This design comes from an exercise in tuning for small area, a short achievable clock period and few clock cycles on the open sky130 flow, not from production work.
Where RTL was checked, it was by simulation tests only, not by an equivalence proof against the original.
No functional check of the RTL was part of run 7.
Power and IR drop assume default switching activity.

==> design/flow/config.mk <==
export PLATFORM = sky130hd
export DESIGN_NAME = SimpleCPU
export DESIGN_NICKNAME = SimpleCPU
export VERILOG_FILES = /design/flow/design.v
export SDC_FILE = /design/flow/constraint.sdc
export NUM_CORES = 4
export LEC_CHECK = 0
export CAP_MARGIN = 20
export CORE_MARGIN = 2
export CORE_UTILIZATION = 40
export SLEW_MARGIN = 20
==> design/flow/constraint.sdc <==
create_clock -name core_clock -period 10.0 [get_ports {clk}]
set_input_delay 2.0000 -clock core_clock [delete_from_list [all_inputs] [get_ports {clk}]]
set_output_delay 2.0000 -clock core_clock [all_outputs]
set_load 0.01 [all_outputs]
==> design/flow/design.v <==
`timescale 1ns / 1ps
module SimpleCPU(clk, rst, data_fromRAM, wrEn, addr_toRAM, data_toRAM);
input clk, rst;
input wire [31:0] data_fromRAM;
output wire wrEn;
output wire [9:0] addr_toRAM;
output wire [31:0] data_toRAM;
localparam ADD = 3'd0, NAND = 3'd1, SRL = 3'd2, LT = 3'd3,
           CP  = 3'd4, CPI  = 3'd5, BZJ = 3'd6, MUL = 3'd7;
localparam S_FW  = 3'd0,   
           S_DEC = 3'd1,   
           S_G1  = 3'd2,
           S_G2  = 3'd3,
           S_G3  = 3'd4,
           S_EX  = 3'd5,   
           S_M   = 3'd6,   
           S_BT  = 3'd7;   
reg [2:0]  state;
reg [9:0]  pc;
reg [9:0]  addr;
reg        wr;
reg [2:0]  op;
reg        im;
reg [9:0]  fa;
reg [31:0] r1, r2;
reg [4:0]  cnt;
reg        first, sleft, sodd, sbig;
reg        rs;            
wire       ltf = sodd;    
wire [31:0] d = data_fromRAM;
assign wrEn       = wr & ~rst;
assign addr_toRAM = addr;
assign data_toRAM = r2;
wire [9:0] pc1 = pc + 10'd1;
reg  [1:0]  xsel;    
reg         xand;    
reg         xneg;
reg  [2:0]  ysel;    
reg         cin;
reg  [31:0] ay;
wire [31:0] m1 = ({32{xsel == 2'd1}} & ({32{~xand}} | r2))
               | ({32{xsel == 2'd3}} & {18'd0, 14'h3fff});
wire [31:0] m2 = {32{xsel == 2'd2}};
wire [31:0] ax = ((d & m1) | ({d[30:0], 1'b0} & m2)) ^ {32{xneg}};
always @(*) begin
	case (ysel)
	3'd1: ay = r2;
	3'd2: ay = {r2[29:0], 2'b00};
	3'd3: ay = {1'b0, r2[31:1]};
	3'd4: ay = {2'b00, r2[31:2]};
	default: ay = 32'd0;
	endcase
end
wire [31:0] ag0 = ax & ay;
wire [31:0] ap0 = ax ^ ay;
reg  [31:0] ag, ap;
integer ai, al, aj;
always @(*) begin
	ag = ag0;
	ap = ap0;
	ag[0] = ag0[0] | (ap0[0] & cin);
	for (al = 1; al < 32; al = al * 2)
		for (ai = 0; ai < 32; ai = ai + 1)
			if ((ai / al) % 2 == 1) begin
				aj = (ai / al) * al - 1;
				ag[ai] = ag[ai] | (ap[ai] & ag[aj]);
				ap[ai] = ap[ai] & ap[aj];
			end
end
wire [32:0] asum = {ag[31], ap0 ^ {ag[30:0], cin}};
wire       mwin = sleft;
wire [2:0] bd = mwin ? {r1[17:16] & {2{~first}}, r1[15]} : r1[31:29];
wire booth_zero = (bd == 3'b000) || (bd == 3'b111);
wire booth_two  = (bd == 3'b011) || (bd == 3'b100);
wire booth_neg  = bd[2] && !booth_zero;
function [4:0] srl_cnt(input [5:0] n);
	srl_cnt = {1'b0, n[4:1]} + {4'd0, n[0] & ~n[5]};
endfunction
reg [2:0]  state_n;
reg        wr_n;
reg [4:0]  cnt_n;
reg        first_n, sleft_n, sodd_n, sbig_n;
reg        a_A, a_B, a_pc1, a_pc, a_r2;
reg [9:0]  addr_n;
wire dec_big = |d[13:6];
wire g2_big  = |d[31:6];
wire g2_short = ~|d[31:16];
wire dop_is_mul = (d[31:29] == MUL);
wire [4:0] g2_cnt = g2_big ? 5'd0 : srl_cnt(d[5:0]);
wire is_alu = (op == ADD) || (op == NAND) || (op == LT);
always @(*) begin
	state_n   = state;
	wr_n      = 1'b0;
	cnt_n     = cnt - 5'd1;
	first_n   = first;
	sleft_n   = sleft;
	sodd_n    = sodd;
	sbig_n    = sbig;
	a_A       = 1'b0;
	a_B       = 1'b0;
	a_pc1     = 1'b0;
	a_pc      = 1'b0;
	a_r2      = 1'b0;
	xsel      = 2'd0;
	xneg      = 1'b0;
	xand      = 1'b0;
	ysel      = 3'd1;
	cin       = 1'b0;
	case (state)
	S_FW: state_n = S_DEC;
	S_DEC: begin
		xsel      = 2'd3;
		ysel      = 3'd0;
		first_n   = 1'b1;
		sleft_n   = dop_is_mul | d[5];
		sodd_n    = d[0];
		sbig_n    = dec_big;
		cnt_n     = dop_is_mul ? 5'd8 : (dec_big ? 5'd1 : srl_cnt(d[5:0]) + 5'd1);
		if (wr && addr == pc) begin
			a_pc    = 1'b1;
			state_n = S_FW;
		end else if (d[28] && d[31:29] == CP) begin
			a_pc1   = 1'b1;
			state_n = S_EX;
		end else begin
			a_A     = d[28] && d[31:29] != CPI;
			a_B     = !(d[28] && d[31:29] != CPI);
			state_n = S_G1;
		end
	end
	S_G1: begin
		state_n = S_G2;
		if (im && is_alu && op != LT) begin
			a_pc1   = 1'b1;
			state_n = S_EX;
		end else if (im && op == LT) begin
			state_n = S_EX;
		end else if (im && (op == MUL || op == SRL)) begin
			a_pc1   = (cnt == 5'd1);
			state_n = S_M;
		end else if (op == CP) begin
			a_pc1   = 1'b1;
			state_n = S_EX;
		end else if (op == BZJ && !im) begin
			a_pc1   = 1'b1;
		end else if (op == BZJ) begin
			a_r2    = 1'b1;
		end
	end
	S_G2: begin
		state_n = S_EX;
		case (op)
		ADD, NAND, LT: begin
			xsel  = 2'd1;
			ysel  = 3'd0;
			a_pc1 = (op != LT);
		end
		MUL: begin
			sleft_n = g2_short;
			cnt_n   = g2_short ? 5'd8 : 5'd15;
			state_n = S_M;
		end
		SRL: begin
			sleft_n = d[5];
			sodd_n  = d[0];
			sbig_n  = g2_big;
			cnt_n   = g2_cnt;
			a_pc1   = (g2_cnt == 5'd0);
			state_n = S_M;
		end
		CPI: if (im) begin
			xsel  = 2'd1;
			ysel  = 3'd0;
			a_pc1 = 1'b1;
		end else begin
			a_B     = 1'b1;
			state_n = S_G3;
		end
		BZJ: if (im) begin
			xsel    = 2'd1;
			state_n = (d[9:0] == 10'd0) ? S_DEC : S_G3;
		end else if (d != 32'd0) begin
			state_n = S_DEC;
		end else begin
			state_n = S_BT;
		end
		default: ;
		endcase
	end
	S_G3: begin
		if (op == BZJ) begin
			a_r2    = 1'b1;
			state_n = S_FW;
		end else begin
			a_pc1   = 1'b1;
			state_n = S_EX;
		end
	end
	S_EX: begin
		wr_n    = 1'b1;
		state_n = S_DEC;
		case (op)
		ADD: xsel = 2'd1;
		LT: begin
			xsel    = 2'd1;
			xneg    = 1'b1;
			sodd_n  = asum[32];
			wr_n    = 1'b0;
			a_pc1   = 1'b1;
			cnt_n   = 5'd0;
			state_n = S_M;
		end
		NAND: begin
			xsel  = 2'd1;
			xand  = 1'b1;
			xneg  = 1'b1;
			ysel  = 3'd0;
		end
		CP: if (!im) begin
			xsel  = 2'd1;
			ysel  = 3'd0;
		end
		CPI: if (im) a_B = 1'b1; else begin
			xsel  = 2'd1;
			ysel  = 3'd0;
		end
		default: ;
		endcase
	end
	S_M: begin
		first_n = 1'b0;
		if (op == LT) begin
			ysel     = 3'd0;
			cin      = ltf;
		end else if (op == MUL) begin
			xsel     = booth_zero ? 2'd0 : (booth_two ? 2'd2 : 2'd1);
			xneg     = booth_neg;
			cin      = booth_neg;
			ysel     = first ? 3'd0 : 3'd2;
		end else if (sbig) begin
			ysel  = 3'd0;
		end else if (first) begin
			xsel  = (sleft && sodd) ? 2'd2 : 2'd1;
			ysel  = 3'd0;
		end else begin
			ysel   = sleft ? 3'd2 : (sodd ? 3'd3 : 3'd4);
			sodd_n = 1'b0;
		end
		a_pc1 = (cnt == 5'd1);
		if (cnt == 5'd0) begin
			wr_n    = 1'b1;
			state_n = S_DEC;
		end
	end
	S_BT: begin
		first_n = 1'b0;
		if (!first) begin
			a_B     = 1'b1;
			state_n = S_FW;
		end
	end
	endcase
	if (rst) wr_n = 1'b0;
	if (rs) begin
		state_n = S_FW;
		wr_n    = 1'b0;
	end
	addr_n = ({10{a_A}}   & d[23:14])
	       | ({10{a_B}}   & d[9:0])
	       | ({10{a_pc1}} & pc1)
	       | ({10{a_pc}}  & pc)
	       | ({10{a_r2}}  & r2[9:0])
	       | ({10{!(a_A || a_B || a_pc1 || a_pc || a_r2)}} & fa);
	if (rs) addr_n = 10'd0;
end
always @(posedge clk) begin
	state <= state_n;
	addr  <= addr_n;
	if (rs || a_pc1 || a_r2 || (state == S_BT && !first)) pc <= addr_n;
	rs    <= rst;
	wr    <= wr_n;
	cnt   <= cnt_n;
	first <= first_n;
	sleft <= sleft_n;
	sodd  <= sodd_n;
	sbig  <= sbig_n;
	if (state == S_DEC) begin
		op <= d[31:29];
		im <= d[28];
		fa <= d[23:14];
	end
	if (state == S_DEC || state == S_G2) r1 <= d;
	else                                 r1 <= {r1[29:0], 2'b00};
	r2    <= asum[31:0];
end
endmodule
==> design/flow/flow/run.sh <==
#!/bin/bash
# Standard ORFS layout, with repair_timing aiming past the clock period the
# SDC states so that the achieved period gets as short as the design allows,
# and plain buffers on the ports.
set -euo pipefail
export SETUP_SLACK_MARGIN=5.6
export CTS_ARGS="-sink_clustering_enable -repair_clock_nets -dont_use_dummy_load"
export BUFFER_PORTS_ARGS="-buffer_cell sky130_fd_sc_hd__buf_2"
bash standard.sh > standard.log 2>&1
==> design/flow/standard.sh <==
#!/bin/bash
# synth_recipe.tcl (not shown) runs the flow's synth.tcl, then flattens the netlist and writes it again
# the make line also repeats each setting of config.mk as NAME=value (left out here)
make -C /OpenROAD-flow-scripts/flow DESIGN_CONFIG=/design/flow/config.mk WORK_HOME=/design/flow/orfs CLKGATE_MAP_FILE= SYNTH_SCRIPT=/design/flow/synth_recipe.tcl "${@:-finish}"
==> flow_metrics.tcl, run 1 <==
set metrics [dict create \
    slowest_stage "buf_2" \
    ys_ff_latch 112 \
    worstPathRequired_ns 8.00 \
    die_w_um 143 \
    post_drt_via_cell_ratio 6.16 \
    clk_pin_slew_ns 0.07 \
    core_area_um2 18800 \
    hold_end "r1[12]" \
    drive_above_1_share 0.249 \
    synthAdderAreaFrac 0.0758 \
    tns_ns 0 \
    hold_viol_final 0 \
    cp-start-kind "input pin" \
    area_growth_syn_to_layout_pct 17.7 \
    fmax_mhz 230 \
    cts_tree "built" \
    path_delay_family "buffers and inverters" \
    cp_cell_sequence "buf_2 -> nor2b_1 -> buf_2" \
    ff2ff_setup_slack_ns 5.78 \
    min_period_ns 4.34 \
    startpoint "rst" \
    cts_buffer_depth 2 \
    hold_path.class "reg -> reg" \
    portBuffers 76 \
    power_leakage_nw 3.77 \
    initial_core_util 0.410 \
    min_path_cells 1 \
    synth_top_family_by_area "compound AO/OA/AOI/OAI gates" \
    root_buffer "clkbuf_16" \
    wl_met1_mm 10.4 \
    grt_pass1_wl_mm 37.6 \
    row_count 50 \
    syn_area_per_cell_um2 9.17 \
    cp_max_fo 3 \
    yosysUniqueCellTypes 77 \
    crit_type "in -> out" \
    mostFrequentLayoutCells "100 x nand2_1, 81 x dfxtp_1, 70 x buf_2, 64 x xnor2_1, 49 x a21oi_1" \
    critPathBufInv 2 \
    dr_wl_met2_mm 11.2 \
    rr_worst_depth 17 \
    grt_max_degree 38 \
    synth-compound-area-share 0.240 \
    routabilityCongestion 0.956 \
    drcViolationCount 0 \
    ioPinCount 77 \
    wire_per_inst_um 21.0 \
    grt_use_total 0.237 \
    muxShareOfSynthArea 0.0480 \
    rsz0062_at_grt "true" \
    layoutNonFillerInstCount 1156 \
    maxCapViolCount 0 \
    ys_warn_count 1 \
    drt.antenna.violating_nets 0 \
    hold_path.startpoint "r1[10]" \
    grt_antenna_before_repair 0 \
    synth_nets 916 \
    reg2reg_to "sodd" \
    status "finished clean" \
    reg2reg_from "op[1]" \
    routed.top_layer "met4" \
    die-height_um 143 \
    htree_levels 3 \
    grt_pass1_vias 6744 \
    ys_async_sr_fraction 0 \
    tightest_slew_ns 0.694 \
    arrival_ns 2.34 \
    synth_cells 839 \
    route.met3.wl_mm 2.05 \
    initialDrtViolationCount 1082 \
    overflow 0 \
    die_area_um2 20400 \
    synth_area_um2 7690 \
    routed-via-count 7124 \
    n_antenna_cell 0 \
    synth-main-ff-cell "dfxtp_1" \
    final_nets 1001 \
    cts_num_sinks 112 \
    fin_crit_sh 0.434 \
    synthXorXnorAreaFrac 0.0968 \
    insertion_delay_ns 0.36 \
    setup_viol 0 \
    seq_area_frac_synth 0.328 \
    p_per_area_nw_per_um2 287 \
    layout_commonest_cell "nand2_1" \
    synth_edf_count 28 \
    cts_buffers 9 \
    wl_mm 24.3 \
    yosys.area_share.simple 0.161 \
    slew_violations 0 \
    max_stage_delay_ns 0.13 \
    crit_path_end_kind "output port" \
    dp_cells 1106 \
    crit_top_cell "buf_2" \
    first_pass_iters 7 \
    maxSlewHeadroom 0.537 \
    skew_ns 0.0234 \
    ir_drop_mv 0.124 \
    dpl.hpwl_mm 16.6 \
]
[metrics by stage]
stage	utilization	power [mW]	area (µm²)	worst slack [ns]	hold WS (ns)
floorplan	-	1.76	7720	5.60	0.433
global placement	0.436	2.09	8190	4.81	0.439
detailed placement	0.436	2.09	8190	4.77	0.441
CTS	0.468	2.52	8780	5.59	0.462
global route	0.483	2.77	9060	5.56	0.478
finish	0.483	2.60	9060	5.66	0.456
[registers in the layout (all words and copies together), names as in the netlist]
| signal | cells |
|---|---|
| first | 1 |
| cnt | 5 |
| r2 | 32 |
| state | 3 |
| fa | 10 |
| addr | 10 |
| r1 | 32 |
| im | 1 |
| pc | 10 |
| sodd | 1 |
| sbig | 1 |
| wr | 1 |
| sleft | 1 |
| rs | 1 |
| op | 3 |
[per-layer routing]
layer	vias up	GRT usage
met5	-	0
met4	0	0.0761
met3	59	0.0423
met2	368	0.376
met1	3374	0.327
li1	3323	-
[cells in the mapped netlist, drive strengths merged, types with 10 or more instances]
master   number  area, µm²
edfxtp       28        841
xnor2        65        569
a222oi       39        390
mux2         31        349
nor2         33        131
xor2         20        175
o2bb2ai      28        245
nand3        17       85.1
inv          26       97.6
buf          16        100
ha           37        463
o21ai        54        270
a221o        13        131
nor3         19        111
a21oi        53        265
clkbuf       34        178
dfxtp        84       1680
nand2       107        407
nor2b        10       85.1
[where the power goes]
part	total [mW]	leakage (nW)	internal (mW)	switching [mW]
Combinational	1.34	2.69	0.634	0.705
Sequential	0.945	0.968	0.699	0.246
Clock	0.316	0.111	0.160	0.157
[repair_timing]
item                                    CTS  global route
pin swaps                                14            13
gates resized for setup                  44            26
hold buffers                              0             0
buffers inserted                         21            18
cloned                                    2             0
endpoints found under the hold margin     0             0
endpoints found under the setup margin   30            19
[cell families after synthesis]
family          Yosys count
mux                      33
buf+inv                  77
simple gates            237
xor+xnor                 85
compound gates          252
fa+ha+maj                43
flops                   112
[how the worst max path moves through the flow]
stage                  end  slack [ns]  depth (start not counted)
detailed placement  r2[30]        4.77                         17
finish                wrEn        5.66                          3
global placement    r2[30]        4.81                         19
floorplan           r2[17]        5.60                         12
global route          sodd        5.56                         18
CTS                 r2[29]        5.59                         14
[final cells by class]
| type | instances | area (µm²) |
|---|---|---|
| multi-input cells | 650 | 5020 |
| clock buffers | 9 | 225 |
| inverters | 26 | 97.6 |
| fillers | 1802 | 9710 |
| repair buffers | 125 | 892 |
| well taps | 234 | 293 |
| flip-flops and latches | 112 | 2530 |
Testbench counts, summed over its fixed seeds: cycles 205,053.
==> inputs of run 2 (changes only) <==
--- a/design/flow/flow/run.sh
+++ b/design/flow/flow/run.sh
@@ -4,5 +4,5 @@
 # and plain buffers on the ports.
 set -euo pipefail
-export SETUP_SLACK_MARGIN=5.6
+export SETUP_SLACK_MARGIN=5.5
 export CTS_ARGS="-sink_clustering_enable -repair_clock_nets -dont_use_dummy_load"
 export BUFFER_PORTS_ARGS="-buffer_cell sky130_fd_sc_hd__buf_2"
--- a/design/flow/config.mk
+++ b/design/flow/config.mk
@@ -8,4 +8,4 @@
 export CAP_MARGIN = 20
 export CORE_MARGIN = 2
-export CORE_UTILIZATION = 40
+export CORE_UTILIZATION = 50
 export SLEW_MARGIN = 20
==> run 2 against run 1 <==
  * Maximum frequency fell by 2.0%
  * Clock skew rose by 0.0084 ns
  * Sequential power rose by 1%
  * Via count rose by 1.1%
  * Critical path depth rose by 11
  * Final area fell by 1.7%
  * Die area fell by 19%
  * Total power fell by 0.20%
  * Critical endpoint is now r2[16]
==> flow_metrics.tcl, run 2 <==
set metrics [dict create \
    status "finished clean" \
    ys_ff_latch 112 \
    initialDrtViolationCount 1131 \
    post_drt_via_cell_ratio 6.52 \
    p_per_area_nw_per_um2 292 \
    clk_pin_slew_ns 0.06 \
    grt_pass1_vias 6681 \
    ys_async_sr_fraction 0 \
    cts_buffers 9 \
    drive_above_1_share 0.248 \
    synth_cells 839 \
    hold_path.class "reg -> reg" \
    overflow 0 \
    cp_max_fo 6 \
    wire_per_inst_um 22.1 \
    synth_edf_count 28 \
    dpl.hpwl_mm 16.8 \
    tns_ns 0 \
    layout_commonest_cell "nand2_1" \
    crit_type "in -> reg" \
    syn_area_per_cell_um2 9.17 \
    worstPathRequired_ns 10.25 \
    routed-via-count 7205 \
    synth.most_common_cell "nand2_1" \
    rsz0062_at_grt "false" \
    synth-main-ff-cell "dfxtp_1" \
    first_pass_iters 10 \
    hold_path.startpoint "r1[0]" \
    root_buffer "clkbuf_16" \
    ioPinCount 77 \
    die_w_um 128 \
    place_ws_ns 4.71 \
    tightest_slew_ns 0.703 \
    n_antenna_cell 0 \
    hold_buffers 0 \
    grt_use_total 0.292 \
    cts_tree "built" \
    startpoint "data_fromRAM[0]" \
    portBuffers 76 \
    core_area_um2 15100 \
    hold_viol_final 0 \
    reg_top3 "r1: 32 flops, r2: 32 flops" \
    row_count 45 \
    grt_pass1_wl_mm 37.2 \
    fin_crit_sh 0.443 \
    seq_area_frac_synth 0.328 \
    ys_top_cells_by_area "dfxtp_1 22%, edfxtp_1 11%, xnor2_1 7.4%" \
    synth_top_cell_by_area "dfxtp_1" \
    arrival_ns 4.68 \
    htree_levels 3 \
    drt.antenna.violating_nets 0 \
    maxSlewHeadroom 0.530 \
    final_nets 996 \
    setup_ws_ns 5.57 \
    routabilityCongestion 0.996 \
    reg2reg_from "op[1]" \
    cts_buffer_depth 2 \
    skew_ns 0.0318 \
    die_area_um2 16400 \
    grt_max_degree 37 \
    yosysUniqueCellTypes 77 \
    cp-start-kind "input pin" \
    die-height_um 128 \
    min_period_ns 4.43 \
    cts_num_sinks 112 \
    crit_path_end_kind "register" \
    power_leakage_nw 3.71 \
    synth_top_area_share 0.219 \
    ys_warn_count 1 \
    fmax_mhz 226 \
    insertion_delay_ns 0.37 \
    power.total_mw 2.60 \
    ir_drop_mv 0.142 \
    setup_viol 0 \
    grt_antenna_before_repair 0 \
    slew_violations 0 \
    maxCapViolCount 0 \
    mostFrequentLayoutCells "101 x nand2_1, 81 x dfxtp_1, 71 x buf_2, 64 x xnor2_1, 48 x a21oi_1" \
    drcViolationCount 0 \
    synth_area_um2 7690 \
    wl_mm 24.4 \
    synth_common_cells "105 x nand2_1, 84 x dfxtp_1, 65 x xnor2_1" \
    synth_nets 916 \
    initial_core_util 0.510 \
    area_growth_syn_to_layout_pct 15.7 \
]
[run 2: per-stage QoR]
stage	hold WS, ns	utilization	instances	cell area (µm²)
2_1_floorplan	0.433	-	839	7710
3_3_place_gp	0.436	0.538	1060	8110
3_5_place_dp	0.441	0.538	1060	8110
4_1_cts	0.459	0.564	1076	8520
5_1_grt	0.468	0.590	1105	8900
6_report	0.457	0.590	1105	8900
[run 2: cell families (layout without fill, tap and decap cells)]
| kind of cell | count (synthesis) | count (layout) | share of synthesized area |
|---|---|---|---|
| mux | 33 | 33 | 0.0480 |
| buf+inv | 77 | 155 | 0.0512 |
| flops | 112 | 112 | 0.328 |
| compound gates | 252 | 252 | 0.240 |
| fa+ha+maj | 43 | 43 | 0.0758 |
| xor+xnor | 85 | 85 | 0.0968 |
| simple gates | 237 | 237 | 0.161 |
[run 2: final cells by class]
cell class                 count  area (µm²)
tap                          188         235
sequential                   112        2530
timing repair buffer         120         797
clock buffer                   9         225
inverter                      26        97.6
fill                        1367        6190
multi-input combinational    650        5020
[run 2: repair_timing]
action / CTS / global route
endpoints found under the setup margin: 26 / 18
gates resized for setup: 35 / 28
hold endpoints to repair: 0 / 0
pin swaps: 5 / 12
buffers inserted: 7 / 27
gates cloned: 0 / 2
[run 2: power breakdown]
group | internal, mW | switching [mW] | total, mW
registers | 0.699 | 0.257 | 0.956
clock network | 0.160 | 0.159 | 0.319
logic | 0.619 | 0.701 | 1.32
[run 2: metal layers]
metal | up-vias | part of all wire | track usage
met5 | - | 0 | 0
met4 | 0 | 0.025 | 0.110
met3 | 45 | 0.077 | 0.0434
met2 | 362 | 0.48 | 0.484
met1 | 3506 | 0.41 | 0.388
li1 | 3292 | - | -
[run 2: path summary, 6_finish.rpt]
| path | endpoint | slack, ns | cells after the start |
|---|---|---|---|
| max | r2[16] | 5.57 | 14 |
| min | r1[2] | 0.46 | 1 |
| min reg2reg | r1[2] | 0.46 | 1 |
| max reg2reg | r2[16] | 5.70 | 18 |
[run 2: worst max-delay path: stages]
cell      delay [ns]
buf_4           0.14
o21ai_1         0.10
nor2_1          0.07
xor2_1          0.16
fa_2            0.36
fa_2            0.35
nand2b_4        0.16
a21oi_4         0.19
a211oi_4        0.09
nor4_4          0.20
buf_4           0.18
nor2_2          0.05
fa_2            0.57
inv_1           0.04
==> inputs of run 3 (changes only) <==
--- a/design/flow/config.mk
+++ b/design/flow/config.mk
@@ -8,4 +8,5 @@
 export CAP_MARGIN = 20
 export CORE_MARGIN = 2
-export CORE_UTILIZATION = 50
+export CORE_UTILIZATION = 40
+export GPL_TIMING_DRIVEN = 1
 export SLEW_MARGIN = 20
==> run 3 against run 2 <==
  * Still clean on timing, DRC and antenna
  * Total power is 1.8% lower
  * Register-to-register slack about the same
  * Clock skew decreased by 0.0025 ns
  * Routed wire length fell by 2.3%
  * Clock-buffer cell count unchanged
  * Cell count rose by 3.1%
  * Largest cell class unchanged
==> flow_metrics.tcl, run 3 <==
set metrics [dict create \
    status "finished clean" \
    post_drt_via_cell_ratio 6.18 \
    crit_top_cell "o21ai_0" \
    seq_area_frac_synth 0.328 \
    synthXorXnorAreaFrac 0.0968 \
    core_area_um2 18800 \
    mostFrequentLayoutCells "101 x nand2_1, 81 x dfxtp_1, 75 x buf_2, 65 x xnor2_1, 50 x a21oi_1" \
    max_stage_delay_ns 0.33 \
    cts_num_sinks 112 \
    area_growth_syn_to_layout_pct 14.9 \
    insertion_delay_ns 0.37 \
    die_area_um2 20400 \
    drive_above_1_share 0.228 \
    final_nets 984 \
    grt_pass1_vias 6443 \
    grt_use_total 0.233 \
    synth_top_cell_by_area "dfxtp_1" \
    syn_area_per_cell_um2 9.17 \
    hold_viol_final 0 \
    grt.met2_usage 0.358 \
    n_antenna_cell 0 \
    ys_warn_count 1 \
    crit_type "in -> reg" \
    multi_input_area_um2 5000 \
    row_count 50 \
    cp-start-kind "input pin" \
    arrival_ns 4.46 \
    synth_edf_count 28 \
    tns_ns 0 \
    synth_top_family_by_area "compound AO/OA/AOI/OAI gates" \
    use_met1 0.334 \
    crit_cells 13 \
    initial_core_util 0.410 \
    worstSetupEndpoint "sodd" \
    regArea_um2 2530 \
    hold_path.class "reg -> reg" \
    reg2reg_to "sodd" \
    routed-via-count 7034 \
    cts_buffers 9 \
    muxShareOfSynthArea 0.0480 \
    skew_ns 0.0293 \
    die-height_um 143 \
    initialDrtViolationCount 845 \
    first_pass_iters 9 \
    overflow 0 \
    min_period_ns 4.36 \
    htree_levels 3 \
    rr_worst_depth 18 \
    yosysUniqueCellTypes 77 \
    p_per_area_nw_per_um2 289 \
    synthAdderAreaFrac 0.0758 \
    ff2ff_setup_slack_ns 5.69 \
    cp_cell_sequence "buf_2 -> o21ai_0 -> a2bb2oi_1 -> xor2_1 -> ha_1 -> o21ai_0 -> nand2b_1 -> a21oi_4 -> nor4_4 -> o21ai_2 -> nand2_2 -> a221oi_4 -> o21ai_0" \
    synth_nets 916 \
    ioPinCount 77 \
    routabilityCongestion 0.930 \
    power_leakage_nw 3.63 \
    rsz0062_at_grt "false" \
    power.total_mw 2.55 \
    layout_commonest_cell "nand2_1" \
    fmax_mhz 230 \
    grtUsageMet3 0.0372 \
    cts_buffer_depth 2 \
    fin_crit_sh 0.436 \
    reg_top3 "r1: 32 flops, r2: 32 flops" \
    die_w_um 143 \
    slowest_stage "ha_1" \
    ys_async_sr_fraction 0 \
    synth_common_cells "105 x nand2_1, 84 x dfxtp_1, 65 x xnor2_1" \
    drt.antenna.violating_nets 0 \
    grt_pass1_wl_mm 36.8 \
    setup_viol 0 \
    reg2reg_from "op[1]" \
    grt.busiest_layer "met2" \
    cp_max_fo 5 \
    startpoint "data_fromRAM[8]" \
    wire_per_inst_um 21.0 \
    wl_mm 23.9 \
    grt_antenna_before_repair 0 \
    synth.most_common_cell "nand2_1" \
    synth_top_area_share 0.219 \
    yosys.area_share.simple 0.161 \
    portBuffers 76 \
    drcViolationCount 0 \
    synth-compound-area-share 0.240 \
    synth_cells 839 \
    dpl.hpwl_mm 16.7 \
    final.fill_count 1827 \
    worstPathRequired_ns 10.10 \
    clk_pin_slew_ns 0.07 \
    ys_top_cells_by_area "dfxtp_1 22%, edfxtp_1 11%, xnor2_1 7.4%" \
    cts_tree "built" \
    slew_violations 0 \
    path_delay_family "compound AO/OA/AOI/OAI gates" \
    maxSlewHeadroom 0.521 \
    crit_path_end_kind "register" \
    ys_ff_latch 112 \
    synth_area_um2 7690 \
    maxCapViolCount 0 \
    synth-main-ff-cell "dfxtp_1" \
    tightest_slew_ns 0.718 \
    root_buffer "clkbuf_16" \
    grt_max_degree 38 \
    ir_drop_mv 0.110 \
    critPathBufInv 1 \
]
==> run 3: cell counts after synthesis <==
No cell type changed its count.
==> run 3: repair_timing <==
| item | CTS | global route |
|---|---|---|
| hold buffers | 0 | 0 |
| setup endpoints to repair | 25 | 39 |
| gates resized for setup | 28 | 21 |
| cloned | 1 | 1 |
| buffers inserted | 4 | 18 |
| pin swaps | 5 | 11 |
==> run 3: through the flow <==
step	util	hold WS, ns	cell area [µm²]	worst slack, ns	instances
floorplan	-	0.433	7710	5.51	839
finish	0.471	0.454	8840	5.64	1139
CTS	0.457	0.459	8570	5.47	1120
global placement	0.435	0.437	8170	4.82	1106
detailed placement	0.435	0.442	8170	4.84	1106
global route	0.471	0.472	8840	5.45	1139
==> run 3: worst min path at each step <==
stage | from | to | depth (start not counted)
3_3_place_gp | r1[24] | r1[26] | 1
4_1_cts | r1[14] | r1[16] | 1
6_report | r1[8] | r1[10] | 1
5_1_grt | r1[6] | r1[8] | 1
2_1_floorplan | r1[0] | r1[2] | 1
3_5_place_dp | r1[14] | r1[16] | 1
==> run 3: where the power goes <==
part           leakage [nW]  total, mW  internal (mW)  switching (mW)
logic                  2.55       1.28          0.595           0.683
clock network         0.111      0.318          0.160           0.159
registers             0.968      0.953          0.699           0.254
==> run 3: cells by family (layout without fill, tap and decap cells) <==
kind of cell	Yosys count	after routing
xor gates and xnor gates	85	85
muxes	33	33
buffers and inverters	77	143
DFF	112	112
and+or+nand+nor	237	237
AOI/OAI and AO/OA	252	252
adders and majority gates	43	43
==> run 3: area by class of cell <==
type / instances / area share
Multi-Input combinational cell: 650 / 0.565
Sequential cell: 112 / 0.286
Timing Repair Buffer: 108 / 0.0786
Tap cell: 234 / 0.0331
Clock buffer: 9 / 0.0255
Inverter: 26 / 0.0110
==> run 3: metal layers <==
| layer | vias up | wire [µm] |
|---|---|---|
| li1 | 3282 | - |
| met1 | 3399 | 10900 |
| met2 | 299 | 10700 |
| met3 | 54 | 1590 |
| met4 | 0 | 692 |
| met5 | - | 0 |
==> inputs of run 4 (changes only) <==
--- a/design/flow/config.mk
+++ b/design/flow/config.mk
@@ -9,4 +9,3 @@
 export CORE_MARGIN = 2
 export CORE_UTILIZATION = 40
-export GPL_TIMING_DRIVEN = 1
 export SLEW_MARGIN = 20
==> run 4 against run 3 <==
  * Clock-buffer cell count unchanged
  * Sequential share of layout area did not move
  * Total power unchanged
  * Flip-flop and latch count did not move
  * Sequential power hardly changed
  * Synthesized cell count did not move
  * Hold slack did not move
  * Maximum frequency unchanged
  * Utilization stayed put
  * Register-to-register slack barely moved
  * Clock skew is the same
  * Die area did not move
  * Largest cell class unchanged
  * Largest power group unchanged
==> flow_metrics.tcl, run 4 <==
set metrics [dict create \
    syn_area_per_cell_um2 9.17 \
    reg_top3 "r1: 32 flops, r2: 32 flops" \
    rsz0062_at_grt "false" \
    p_per_area_nw_per_um2 289 \
    cp-start-kind "input pin" \
    routabilityCongestion 0.930 \
    slew_violations 0 \
    synth_edf_count 28 \
    initialDrtViolationCount 845 \
    hold_viol_final 0 \
    clk_pin_slew_ns 0.07 \
    drive_above_1_share 0.228 \
    grt_max_degree 38 \
    portBuffers 76 \
    synth_common_cells "105 x nand2_1, 84 x dfxtp_1, 65 x xnor2_1" \
    dpl.hpwl_mm 16.7 \
    cts_buffer_depth 2 \
    min_period_ns 4.36 \
    routed-via-count 7034 \
    p_int_mw 1.45 \
    wire_per_inst_um 21.0 \
    htree_levels 3 \
    switching_power_mw 1.10 \
    seq_area_frac_synth 0.328 \
    drcViolationCount 0 \
    yosysUniqueCellTypes 77 \
    grt_antenna_before_repair 0 \
    die_area_um2 20400 \
    switching_share 0.430 \
    arrival_ns 4.46 \
    fin_crit_sh 0.436 \
    synth_area_um2 7690 \
    maxCapViolCount 0 \
    setup_ws_ns 5.64 \
    grt_pass1_wl_mm 36.8 \
    synth_nets 916 \
    cts_buffers 9 \
    mostFrequentLayoutCells "101 x nand2_1, 81 x dfxtp_1, 75 x buf_2, 65 x xnor2_1, 50 x a21oi_1" \
    status "finished clean" \
    synth_cells 839 \
    fmax_mhz 230 \
    final.fill_count 1827 \
    ys_ff_latch 112 \
    ys_warn_count 1 \
    skew_ns 0.0293 \
    grt_use_total 0.233 \
    area_growth_syn_to_layout_pct 14.9 \
    n_antenna_cell 0 \
    power_leakage_nw 3.63 \
    regArea_um2 2530 \
    crit_type "in -> reg" \
    die_w_um 143 \
    p_clk_frac 0.125 \
    wl_mm 23.9 \
    core_area_um2 18800 \
    ioPinCount 77 \
    drt.antenna.violating_nets 0 \
    setup_viol 0 \
    hold_buffers 0 \
    synth.most_common_cell "nand2_1" \
    ys_top_cells_by_area "dfxtp_1 22%, edfxtp_1 11%, xnor2_1 7.4%" \
    die-height_um 143 \
    hold_ws_ns 0.454 \
    crit_path_end_kind "register" \
    initial_core_util 0.410 \
    multi_input_area_um2 5000 \
    postPlaceCellArea_um2 8170 \
    cp_max_fo 5 \
    first_pass_iters 9 \
    insertion_delay_ns 0.37 \
    synth-main-ff-cell "dfxtp_1" \
    root_buffer "clkbuf_16" \
    tightest_slew_ns 0.718 \
    overflow 0 \
    worstPathRequired_ns 10.10 \
    design_area_um2 8840 \
    place_ws_ns 4.84 \
    grt_pass1_vias 6443 \
    layout_commonest_cell "nand2_1" \
    hold_path.class "reg -> reg" \
    final_nets 984 \
    post_drt_via_cell_ratio 6.18 \
    synth_top_area_share 0.219 \
    synth_top_cell_by_area "dfxtp_1" \
    pwr-share-seq 0.374 \
    cts_tree "built" \
    row_count 50 \
    ys_async_sr_fraction 0 \
    p_comb_frac 0.501 \
    tns_ns 0 \
    ir_drop_mv 0.110 \
    cts_num_sinks 112 \
    maxSlewHeadroom 0.521 \
]
## run 4: worst paths after layout
| check | start | end | slack [ns] | depth (start not counted) |
|---|---|---|---|---|
| hold reg to reg | r1[8] | r1[10] | 0.45 | 1 |
| setup reg to reg | op[1] | sodd | 5.69 | 18 |
| hold / removal | r1[8] | r1[10] | 0.45 | 1 |
| setup / recovery | data_fromRAM[8] | sodd | 5.64 | 13 |
## run 4: timing repair
| item | 4_1_cts | 5_1_grt |
|---|---|---|
| endpoints found under the setup margin | 25 | 39 |
| resized for setup | 28 | 21 |
| cloned | 1 | 1 |
| pin swaps | 5 | 11 |
| buffers inserted | 4 | 18 |
## run 4: logic make-up (layout without fill, tap and decap cells)
family,count (synthesis),count (layout),synth area share
adder cells (fa/ha/maj),43,43,0.0758
AO/OA/AOI/OAI,252,252,0.240
XOR/XNOR,85,85,0.0968
flip-flops,112,112,0.328
AND/OR/NAND/NOR,237,237,0.161
multiplexers,33,33,0.0480
buffers and inverters,77,143,0.0512
## run 4: worst max-delay path, cell delays in order
cell and delay, ns:
buf_2 0.22, o21ai_0 0.13, a2bb2oi_1 0.18, xor2_1 0.18
ha_1 0.33, o21ai_0 0.20, nand2b_1 0.12, a21oi_4 0.24
nor4_4 0.09, o21ai_2 0.21, nand2_2 0.14, a221oi_4 0.29
o21ai_0 0.12
## run 4: per-stage QoR
step / power, mW / util / std cells
after floorplan: 1.75 / - / 839
after CTS: 2.47 / 0.457 / 1120
final: 2.55 / 0.471 / 1139
after detailed placement: 2.09 / 0.435 / 1106
after global routing: 2.72 / 0.471 / 1139
after global placement: 2.09 / 0.435 / 1106
## run 4: final cells by class
class	instances	share of cell area
well taps	234	0.0331
repair buffers	108	0.0786
clock buffers	9	0.0255
multi-input cells	650	0.565
flip-flops and latches	112	0.286
inverters	26	0.0110
## run 4: power groups by stage
stage | sequential, mW | combinational [mW] | clock [mW]
after floorplan | 0.868 | 0.884 | 0
after global placement | 0.965 | 1.13 | 0
after detailed placement | 0.963 | 1.13 | 0
after CTS | 0.956 | 1.20 | 0.320
after global routing | 0.977 | 1.41 | 0.337
final | 0.953 | 1.28 | 0.318
## run 4: layer usage
layer / track usage / routed length [µm]
met4: 0.0771 / 692
met5: 0 / 0
met1: 0.334 / 10900
met2: 0.358 / 10700
met3: 0.0372 / 1590
==> inputs of run 5 (changes only) <==
--- a/design/flow/flow/run.sh
+++ b/design/flow/flow/run.sh
@@ -5,5 +5,5 @@
 set -euo pipefail
 export SETUP_SLACK_MARGIN=5.5
-export CTS_ARGS="-sink_clustering_enable -repair_clock_nets -dont_use_dummy_load"
+export CTS_ARGS="-repair_clock_nets -dont_use_dummy_load"
 export BUFFER_PORTS_ARGS="-buffer_cell sky130_fd_sc_hd__buf_2"
 bash standard.sh > standard.log 2>&1
==> run 5 against run 4 <==
  * Still clean
  * Die area did not move
  * Worst setup slack is the same
  * Maximum frequency stayed put
  * Routed wire length stayed put
  * Hold slack did not move
  * Sequential share of layout area unchanged
  * Largest power group unchanged
==> flow_metrics.tcl, run 5 <==
set metrics [dict create \
    hold_viol_final 0 \
    synth_area_um2 7690 \
    rsz0062_at_grt "false" \
    startpoint "data_fromRAM[8]" \
    synth.most_common_cell "nand2_1" \
    wl_mm 23.9 \
    ir_drop_mv 0.110 \
    cts_num_sinks 112 \
    hold_path.class "reg -> reg" \
    routed-via-count 7034 \
    cts_buffers 9 \
    route.met3.wl_mm 1.59 \
    reg2reg_from "op[1]" \
    cp_max_fo 5 \
    cts_tree "built" \
    core_area_um2 18800 \
    arrival_ns 4.46 \
    slew_violations 0 \
    clk_pin_slew_ns 0.07 \
    post_drt_via_cell_ratio 6.18 \
    utilization 0.471 \
    die_w_um 143 \
    synth_nets 916 \
    cts_buffer_depth 2 \
    drt.antenna.violating_nets 0 \
    area_growth_syn_to_layout_pct 14.9 \
    tns_ns 0 \
    min_period_ns 4.36 \
    root_buffer "clkbuf_16" \
    die-height_um 143 \
    htree_levels 3 \
    synth_edf_count 28 \
    grt_antenna_before_repair 0 \
    design_area_um2 8840 \
    setup_ws_ns 5.64 \
    layout_commonest_cell "nand2_1" \
    synth_cells 839 \
    die_area_um2 20400 \
    grt_use_total 0.233 \
    overflow 0 \
    maxCapViolCount 0 \
    skew_ns 0.0293 \
    wire_per_inst_um 21.0 \
    wl_met1_mm 10.9 \
    maxSlewHeadroom 0.521 \
    synth_top_area_share 0.219 \
    grt_pass1_vias 6443 \
    initial_core_util 0.410 \
    routed.top_layer "met4" \
    drive_above_1_share 0.228 \
    grt_max_degree 38 \
    mostFrequentLayoutCells "101 x nand2_1, 81 x dfxtp_1, 75 x buf_2, 65 x xnor2_1, 50 x a21oi_1" \
    n_antenna_cell 0 \
    routabilityCongestion 0.930 \
    ys_top_cells_by_area "dfxtp_1 22%, edfxtp_1 11%, xnor2_1 7.4%" \
    synth-main-ff-cell "dfxtp_1" \
    dr_wl_met2_mm 10.7 \
    hold_buffers 0 \
    initialDrtViolationCount 845 \
    worstPathRequired_ns 10.10 \
    power_leakage_nw 3.63 \
    hold_path.startpoint "r1[8]" \
    final_nets 984 \
    yosysUniqueCellTypes 77 \
    ys_async_sr_fraction 0 \
    setup_viol 0 \
    crit_path_end_kind "register" \
    status "finished clean" \
    ys_ff_latch 112 \
    insertion_delay_ns 0.37 \
    hold_ws_ns 0.454 \
    place_ws_ns 4.84 \
    first_pass_iters 9 \
    cp-start-kind "input pin" \
    crit_type "in -> reg" \
    synth_top_cell_by_area "dfxtp_1" \
    portBuffers 76 \
    seq_area_frac_synth 0.328 \
    p_per_area_nw_per_um2 289 \
    drcViolationCount 0 \
    postPlaceCellArea_um2 8170 \
    syn_area_per_cell_um2 9.17 \
    tightest_slew_ns 0.718 \
    fin_crit_sh 0.436 \
    ioPinCount 77 \
    row_count 50 \
    reg_top3 "r1: 32 flops, r2: 32 flops" \
    fmax_mhz 230 \
    ys_warn_count 1 \
    grt_pass1_wl_mm 36.8 \
    synth_common_cells "105 x nand2_1, 84 x dfxtp_1, 65 x xnor2_1" \
    dpl.hpwl_mm 16.7 \
]
[run 5: cell counts after synthesis]
Identical to the previous run, type by type.
[run 5: what timing repair did]
action,in CTS,in global routing
buffers inserted,4,18
endpoints found under the setup margin,25,39
pin swaps,5,11
gates cloned,1,1
resized for setup,28,21
[run 5: critical path, cell delays in order]
cell       delay [ns]
buf_2            0.22
o21ai_0          0.13
a2bb2oi_1        0.18
xor2_1           0.18
ha_1             0.33
o21ai_0          0.20
nand2b_1         0.12
a21oi_4          0.24
nor4_4           0.09
o21ai_2          0.21
nand2_2          0.14
a221oi_4         0.29
o21ai_0          0.12
[run 5: where the power goes]
part | leakage [nW] | internal (mW) | switching [mW] | total, mW
Clock | 0.111 | 0.160 | 0.159 | 0.318
Sequential | 0.968 | 0.699 | 0.254 | 0.953
Combinational | 2.55 | 0.595 | 0.683 | 1.28
[run 5: layout make-up]
cell class | count | area [µm²]
clock buffer | 9 | 225
fill | 1827 | 9930
inverter | 26 | 97.6
multi-input combinational | 650 | 5000
sequential | 112 | 2530
tap | 234 | 293
timing repair buffer | 108 | 694
[run 5: path summary, 6_finish.rpt]
kind	end	slack [ns]	cells after the start
hold reg to reg	r1[10]	0.45	1
setup reg to reg	sodd	5.69	18
setup / recovery	sodd	5.64	13
hold / removal	r1[10]	0.45	1
[run 5: cell families after synthesis]
group	Yosys count	share of synthesized area
buffers and inverters	77	0.0512
xor gates and xnor gates	85	0.0968
DFF	112	0.328
adders and majority gates	43	0.0758
and+or+nand+nor	237	0.161
muxes	33	0.0480
AOI/OAI and AO/OA	252	0.240
[run 5: layer usage]
layer,global-route usage,up-vias
met3,0.0372,54
met5,0,-
met4,0.0771,0
li1,-,3282
met2,0.358,299
met1,0.334,3399
[run 5: through the flow]
| stage | instances | power [mW] |
|---|---|---|
| 4_1_cts | 1120 | 2.47 |
| 6_report | 1139 | 2.55 |
| 5_1_grt | 1139 | 2.72 |
| 3_3_place_gp | 1106 | 2.09 |
| 2_1_floorplan | 839 | 1.75 |
| 3_5_place_dp | 1106 | 2.09 |
==> inputs of run 6 (changes only) <==
--- a/design/flow/flow/run.sh
+++ b/design/flow/flow/run.sh
@@ -5,5 +5,5 @@
 set -euo pipefail
 export SETUP_SLACK_MARGIN=5.5
-export CTS_ARGS="-repair_clock_nets -dont_use_dummy_load"
+export CTS_ARGS="-sink_clustering_enable -repair_clock_nets -dont_use_dummy_load -root_buf sky130_fd_sc_hd__clkbuf_16 -buf_list {sky130_fd_sc_hd__clkbuf_8 sky130_fd_sc_hd__clkbuf_16} -sink_clustering_buffer sky130_fd_sc_hd__clkbuf_16"
 export BUFFER_PORTS_ARGS="-buffer_cell sky130_fd_sc_hd__buf_2"
 bash standard.sh > standard.log 2>&1
==> run 6 against run 5 <==
  * Synthesized cell count is the same
  * Sequential power is essentially flat
  * Clock-buffer cell count is the same
  * Clock power is essentially flat
  * Routed wire length is the same
  * Maximum frequency is the same
  * Utilization is the same
  * Still clean on timing, DRC and antenna
==> flow_metrics.tcl, run 6 <==
set metrics [dict create \
    status "finished clean" \
    htree_levels 3 \
    synth_top_cell_by_area "dfxtp_1" \
    skew_ns 0.0293 \
    power_leakage_nw 3.63 \
    tns_ns 0 \
    worstPathRequired_ns 10.10 \
    drive_above_1_share 0.228 \
    hold_path.class "reg -> reg" \
    seq_area_frac_synth 0.328 \
    grt_pass1_vias 6443 \
    synth.most_common_cell "nand2_1" \
    routed-via-count 7034 \
    clk_pin_slew_ns 0.07 \
    tightest_slew_ns 0.718 \
    hold_end "r1[10]" \
    rsz0062_at_grt "false" \
    initialDrtViolationCount 845 \
    ys_async_sr_fraction 0 \
    grt_max_degree 38 \
    portBuffers 76 \
    wire_per_inst_um 21.0 \
    cp_max_fo 5 \
    drcViolationCount 0 \
    overflow 0 \
    ys_top_cells_by_area "dfxtp_1 22%, edfxtp_1 11%, xnor2_1 7.4%" \
    crit_path_end_kind "register" \
    wl_mm 23.9 \
    min_path_cells 1 \
    reg2reg_from "op[1]" \
    first_pass_iters 9 \
    die_w_um 143 \
    syn_area_per_cell_um2 9.17 \
    cts_num_sinks 112 \
    post_drt_via_cell_ratio 6.18 \
    arrival_ns 4.46 \
    hold_path.startpoint "r1[8]" \
    cts_buffer_depth 2 \
    synth_area_um2 7690 \
    synth_nets 916 \
    grt_antenna_before_repair 0 \
    ff2ff_setup_slack_ns 5.69 \
    maxSlewHeadroom 0.521 \
    design_area_um2 8840 \
    area_growth_syn_to_layout_pct 14.9 \
    startpoint "data_fromRAM[8]" \
    die_area_um2 20400 \
    crit_type "in -> reg" \
    hold_ws_ns 0.454 \
    synth_edf_count 28 \
    synth_common_cells "105 x nand2_1, 84 x dfxtp_1, 65 x xnor2_1" \
    cts_tree "built" \
    mostFrequentLayoutCells "101 x nand2_1, 81 x dfxtp_1, 75 x buf_2, 65 x xnor2_1, 50 x a21oi_1" \
    n_antenna_cell 0 \
    synth_top_area_share 0.219 \
    fin_crit_sh 0.436 \
    reg2reg_to "sodd" \
    synth-main-ff-cell "dfxtp_1" \
    min_period_ns 4.36 \
    rr_worst_depth 18 \
    setup_viol 0 \
    ir_drop_mv 0.110 \
    final.fill_count 1827 \
    insertion_delay_ns 0.37 \
    ys_warn_count 1 \
    cts_buffers 9 \
    cp-start-kind "input pin" \
    routabilityCongestion 0.930 \
    maxCapViolCount 0 \
    synth_cells 839 \
    yosysUniqueCellTypes 77 \
    layout_commonest_cell "nand2_1" \
    root_buffer "clkbuf_16" \
    initial_core_util 0.410 \
    dpl.hpwl_mm 16.7 \
    postPlaceCellArea_um2 8170 \
    drt.antenna.violating_nets 0 \
    final_nets 984 \
    slew_violations 0 \
    ys_ff_latch 112 \
    reg_top3 "r1: 32 flops, r2: 32 flops" \
    ioPinCount 77 \
    hold_viol_final 0 \
    die-height_um 143 \
    row_count 50 \
    core_area_um2 18800 \
    p_per_area_nw_per_um2 289 \
    grt_use_total 0.233 \
    grt_pass1_wl_mm 36.8 \
    fmax_mhz 230 \
]
==> run 6: logic make-up (layout without fill, tap and decap cells) <==
kind of cell,after synthesis,count (layout),share of synthesized area
AOI/OAI and AO/OA,252,252,0.240
and+or+nand+nor,237,237,0.161
DFF,112,112,0.328
xor gates and xnor gates,85,85,0.0968
buffers and inverters,77,143,0.0512
adders and majority gates,43,43,0.0758
muxes,33,33,0.0480
==> run 6: final cells by class <==
cell class	count	area (µm²)	share of cell area
Sequential cell	112	2530	0.286
Inverter	26	97.6	0.0110
Clock buffer	9	225	0.0255
Tap cell	234	293	0.0331
Timing Repair Buffer	108	694	0.0786
Multi-Input combinational cell	650	5000	0.565
==> run 6: worst max path at each step <==
stage / end / slack [ns] / cells after the start
3_5_place_dp: r2[29] / 4.84 / 15
3_3_place_gp: r2[29] / 4.82 / 17
6_report: sodd / 5.64 / 13
2_1_floorplan: r2[17] / 5.51 / 12
4_1_cts: r2[17] / 5.47 / 13
5_1_grt: sodd / 5.45 / 18
==> run 6: timing repair <==
action                                  in CTS  in global routing
buffers inserted                             4                 18
cloned                                       1                  1
pin swaps                                    5                 11
resized for setup                           28                 21
endpoints found under the setup margin      25                 39
hold buffers                                 0                  0
==> run 6: critical path: stages <==
cell and delay [ns]:
buf_2 0.22, o21ai_0 0.13, a2bb2oi_1 0.18, xor2_1 0.18
ha_1 0.33, o21ai_0 0.20, nand2b_1 0.12, a21oi_4 0.24
nor4_4 0.09, o21ai_2 0.21, nand2_2 0.14, a221oi_4 0.29
o21ai_0 0.12
==> run 6: metal layers <==
metal  track usage  routed length [µm]  up-vias  share of wire
met3        0.0372                1590       54          0.066
met5             0                   0        -              0
met2         0.358               10700      299           0.45
li1              -                   -     3282              -
met4        0.0771                 692        0          0.029
met1         0.334               10900     3399           0.46
==> run 6: power breakdown <==
| group | internal, mW | switching (mW) |
|---|---|---|
| logic | 0.595 | 0.683 |
| clock network | 0.160 | 0.159 |
| registers | 0.699 | 0.254 |
==> run 6: stage by stage <==
stage               std cells  utilization  total power [mW]  worst slack [ns]
finish                   1139        0.471              2.55              5.64
global route             1139        0.471              2.72              5.45
CTS                      1120        0.457              2.47              5.47
detailed placement       1106        0.435              2.09              4.84
global placement         1106        0.435              2.09              4.82
floorplan                 839            -              1.75              5.51
==> inputs of run 7 (changes only) <==
--- a/design/flow/design.v
+++ b/design/flow/design.v
@@ -28,8 +28,9 @@
 reg        rs;            
 wire       ltf = sodd;    
+reg        ltw;           
 wire [31:0] d = data_fromRAM;
 assign wrEn       = wr & ~rst;
 assign addr_toRAM = addr;
-assign data_toRAM = r2;
+assign data_toRAM = ltw ? {31'd0, ltf} : r2;
 wire [9:0] pc1 = pc + 10'd1;
 reg  [1:0]  xsel;    
@@ -131,8 +132,6 @@
 	S_G1: begin
 		state_n = S_G2;
-		if (im && is_alu && op != LT) begin
-			a_pc1   = 1'b1;
-			state_n = S_EX;
-		end else if (im && op == LT) begin
+		if (im && is_alu) begin
+			a_pc1   = 1'b1;
 			state_n = S_EX;
 		end else if (im && (op == MUL || op == SRL)) begin
@@ -154,5 +153,5 @@
 			xsel  = 2'd1;
 			ysel  = 3'd0;
-			a_pc1 = (op != LT);
+			a_pc1 = 1'b1;
 		end
 		MUL: begin
@@ -206,8 +205,4 @@
 			xneg    = 1'b1;
 			sodd_n  = asum[32];
-			wr_n    = 1'b0;
-			a_pc1   = 1'b1;
-			cnt_n   = 5'd0;
-			state_n = S_M;
 		end
 		NAND: begin
@@ -230,8 +225,5 @@
 	S_M: begin
 		first_n = 1'b0;
-		if (op == LT) begin
-			ysel     = 3'd0;
-			cin      = ltf;
-		end else if (op == MUL) begin
+		if (op == MUL) begin
 			xsel     = booth_zero ? 2'd0 : (booth_two ? 2'd2 : 2'd1);
 			xneg     = booth_neg;
@@ -279,4 +271,5 @@
 	if (rs || a_pc1 || a_r2 || (state == S_BT && !first)) pc <= addr_n;
 	rs    <= rst;
+	ltw   <= (state == S_EX) && (op == LT);
 	wr    <= wr_n;
 	cnt   <= cnt_n;
==> design/flow/flow/run.sh (replaced) <==
#!/bin/bash
# Standard ORFS layout, with repair_timing aiming past the clock period the
# SDC states so that the achieved period gets as short as the design allows,
# and plain buffers on the ports.
set -euo pipefail
export SETUP_SLACK_MARGIN=5.5
export CTS_ARGS="-sink_clustering_enable -repair_clock_nets -dont_use_dummy_load"
export BUFFER_PORTS_ARGS="-buffer_cell sky130_fd_sc_hd__buf_2"
bash standard.sh > standard.log 2>&1
==> run 7 against run 6 <==
  * Largest power group unchanged
  * Maximum frequency shrank 2.6%
  * Still clean on timing, DRC and antenna
  * Highest routed layer unchanged
  * Synthesized area grew 6.8%
  * Clock power grew about 50%
  * Critical endpoint is now r2[22]
  * Register-to-register slack lost 0.02 ns
  * Die area grew 6.6%
==> flow_metrics.tcl, run 7 <==
set metrics [dict create \
    status "finished clean" \
    post_drt_via_cell_ratio 5.84 \
    syn_area_per_cell_um2 8.45 \
    die_area_um2 21700 \
    worstPathRequired_ns 10.34 \
    wire_per_inst_um 19.7 \
    reg_top3 "r1: 32 flops, r2: 32 flops" \
    portBuffers 76 \
    grt_antenna_before_repair 0 \
    p_comb_frac 0.508 \
    cp_max_fo 7 \
    wl_mm 25.7 \
    ir_drop_mv 0.140 \
    skew_ns 0.0163 \
    mostFrequentLayoutCells "134 x nand2_1, 82 x dfxtp_1, 74 x buf_2, 67 x xnor2_1, 66 x nor2_1" \
    drt.antenna.violating_nets 0 \
    htree_levels 4 \
    cts_num_sinks 113 \
    hold_buffers 0 \
    multi_input_area_um2 5490 \
    ys_async_sr_fraction 0 \
    hold_path.class "reg -> reg" \
    crit_path_end_kind "register" \
    use_met1 0.346 \
    maxCapViolCount 0 \
    grt_use_total 0.235 \
    synth_nets 1048 \
    min_period_ns 4.47 \
    synth-main-ff-cell "dfxtp_1" \
    ff2ff_setup_slack_ns 5.67 \
    setup_ws_ns 5.53 \
    final_nets 1111 \
    insertion_delay_ns 0.41 \
    ys_top_cells_by_area "dfxtp_1 21%, edfxtp_1 10%, xnor2_1 7.3%" \
    root_buffer "clkbuf_16" \
    synth_cells 972 \
    grt_pass1_wl_mm 40.0 \
    synth_edf_count 28 \
    synth.most_common_cell "nand2_1" \
    power_leakage_nw 3.99 \
    die_w_um 147 \
    maxSlewHeadroom 0.461 \
    p_int_mw 1.66 \
    crit_type "in -> reg" \
    grt_max_degree 38 \
    area_growth_syn_to_layout_pct 15.0 \
    cts_buffer_depth 2 \
    rsz0062_at_grt "true" \
    regArea_um2 2550 \
    ys_ff_latch 113 \
    initial_core_util 0.407 \
    setup_viol 0 \
    row_count 52 \
    startpoint "data_fromRAM[2]" \
    tightest_slew_ns 0.803 \
    worstSetupEndpoint "r2[22]" \
    tns_ns 0 \
    p_per_area_nw_per_um2 304 \
    ys_warn_count 1 \
    fin_crit_sh 0.447 \
    utilization 0.469 \
    drive_above_1_share 0.158 \
    drcViolationCount 0 \
    hold_viol_final 0 \
    reg2reg_to "r2[17]" \
    n_antenna_cell 0 \
    cp-start-kind "input pin" \
    synth_common_cells "134 x nand2_1, 85 x dfxtp_1, 68 x nor2_1, 68 x xnor2_1, 47 x nor2b_1" \
    clk_pin_slew_ns 0.05 \
    seq_area_frac_synth 0.310 \
    grt.busiest_layer "met2" \
    dpl.hpwl_mm 17.5 \
    switching_share 0.422 \
    core_area_um2 20200 \
    cts_buffers 17 \
    synth_area_um2 8210 \
    ioPinCount 77 \
    synth_top_cell_by_area "dfxtp_1" \
    layout_commonest_cell "nand2_1" \
    arrival_ns 4.81 \
    place_ws_ns 4.47 \
    synth_top_area_share 0.207 \
    grt_pass1_vias 6828 \
    yosysUniqueCellTypes 71 \
    rr_worst_depth 14 \
    p_clk_frac 0.166 \
    grt.met2_usage 0.346 \
    routed-via-count 7607 \
    slew_violations 0 \
    grtUsageMet3 0.0354 \
    overflow 0 \
    routabilityCongestion 0.895 \
    switching_power_mw 1.21 \
    initialDrtViolationCount 806 \
    die-height_um 147 \
    first_pass_iters 6 \
    pwr-share-seq 0.325 \
    power.total_mw 2.87 \
    cts_tree "built" \
    reg2reg_from "state[1]" \
    final.fill_count 2008 \
    fmax_mhz 224 \
]
==> run 7: changes by cell type after synthesis, sizes merged, moves of 10 or more <==
cell,previous run,this run
mux2,31,1
a221o,13,41
o2bb2ai,28,8
a2bb2oi,4,28
nor2b,10,47
a21oi,53,36
nand2,107,135
nand3,17,27
or3b,0,11
a31oi,6,18
a222oi,39,0
mux2i,2,32
nor2,33,68
clkbuf,34,46
==> run 7: power groups by stage <==
stage                     Combinational (mW)  Clock [mW]  Sequential [mW]
after floorplan                         1.11           0            0.832
after global placement                  1.39           0            0.945
after detailed placement                1.39           0            0.944
after CTS                               1.43       0.486            0.928
after global routing                    1.62       0.508            0.960
final                                   1.46       0.478            0.934
==> run 7: cells by family (layout without fill, tap and decap cells) <==
logic type | Yosys count | in the layout | share of synthesized area
AO/OA/AOI/OAI | 255 | 255 | 0.229
adder cells (fa/ha/maj) | 42 | 42 | 0.0695
buffers and inverters | 78 | 138 | 0.0367
XOR/XNOR | 81 | 81 | 0.0864
flip-flops | 113 | 113 | 0.310
AND/OR/NAND/NOR | 370 | 371 | 0.228
multiplexers | 33 | 33 | 0.0404
==> run 7: repair_timing <==
action / CTS / global route
setup buffers: 7 / 8
resized for setup: 10 / 11
gates cloned: 1 / 0
pin swaps: 4 / 10
setup endpoints to repair: 29 / 33
==> run 7: worst min-delay path by stage <==
stage                      start  endpoint  cells after the start
final                     r1[24]    r1[26]                      2
after global routing      r1[25]    r1[27]                      2
after CTS                 r1[24]    r1[26]                      2
after detailed placement  r1[25]    r1[27]                      2
after global placement    r1[26]    r1[28]                      2
after floorplan            r1[8]    r1[10]                      2
==> run 7: per-layer routing <==
metal / vias to the layer above / part of all wire / routed length, µm
met3: 44 / 0.065 / 1670
met1: 3591 / 0.47 / 12100
met5: - / 0 / 0
met2: 299 / 0.43 / 11100
li1: 3673 / - / -
met4: 0 / 0.031 / 796
==> run 7: layout make-up <==
class | instances | area share
clock buffer | 17 | 0.0450
timing repair buffer | 100 | 0.0602
sequential | 113 | 0.270
multi-input combinational | 782 | 0.581
tap | 270 | 0.0357
inverter | 21 | 0.00834
==> run 7: critical path, cell delays in order <==
cell	delay, ns
buf_2	0.21
o21ai_0	0.17
a2bb2oi_2	0.18
xnor2_2	0.17
ha_1	0.29
nor2b_2	0.16
o31a_1	0.31
o211ai_1	0.34
a21boi_2	0.17
a2111o_1	0.45
a211o_1	0.27
o211ai_1	0.09
==> run 7: per-stage QoR <==
stage,cell area (µm²),hold WS (ns),std cells
floorplan,8230,0.399,972
global placement,8810,0.402,1270
detailed placement,8810,0.407,1270
CTS,9340,0.418,1295
global route,9450,0.445,1303
finish,9450,0.418,1303

## static timing again, ports no longer ideal
In the flow no input, the clock included, has a driving cell. The finished layouts below were timed again as built, in two steps.
Step 1: set_driving_cell puts a clkbuf_16 on clk and a buf_2 on each other input, an assumption about the parent block.
Step 2 times the ports against the registers' clock, not the clock port: input delays grow and output delays shrink by t, the midpoint of the rising clock arrivals with the driver on.
Slacks: ideal ports / drivers / drivers and shift; pairs: ideal ports / drivers.
| run | t, ns | slack for setup (ns) | clock arrival spread, ns | worst data-port slew with drivers (ns) |
|---|---|---|---|---|
| run 1 | 0.392 | 5.658 / 5.635 / 5.357 | 0.024 / 0.025 | 0.06 |
| run 2 | 0.397 | 5.570 / 5.592 / 5.195 | 0.032 / 0.032 | 0.04 |
| run 3 | 0.402 | 5.645 / 5.645 / 5.268 | 0.030 / 0.029 | 0.03 |
| run 4 | 0.402 | 5.645 / 5.645 / 5.268 | 0.030 / 0.029 | 0.03 |
| run 5 | 0.402 | 5.645 / 5.645 / 5.268 | 0.030 / 0.029 | 0.03 |
| run 6 | 0.402 | 5.645 / 5.645 / 5.268 | 0.030 / 0.029 | 0.03 |
| run 7 | 0.452 | 5.530 / 5.552 / 5.100 | 0.016 / 0.016 | 0.04 |
After both steps setup and hold are still met in every run listed. The setup slack of run 7, which loses most, moves by +0.022 ns with the drivers and by -0.430 ns with both steps.
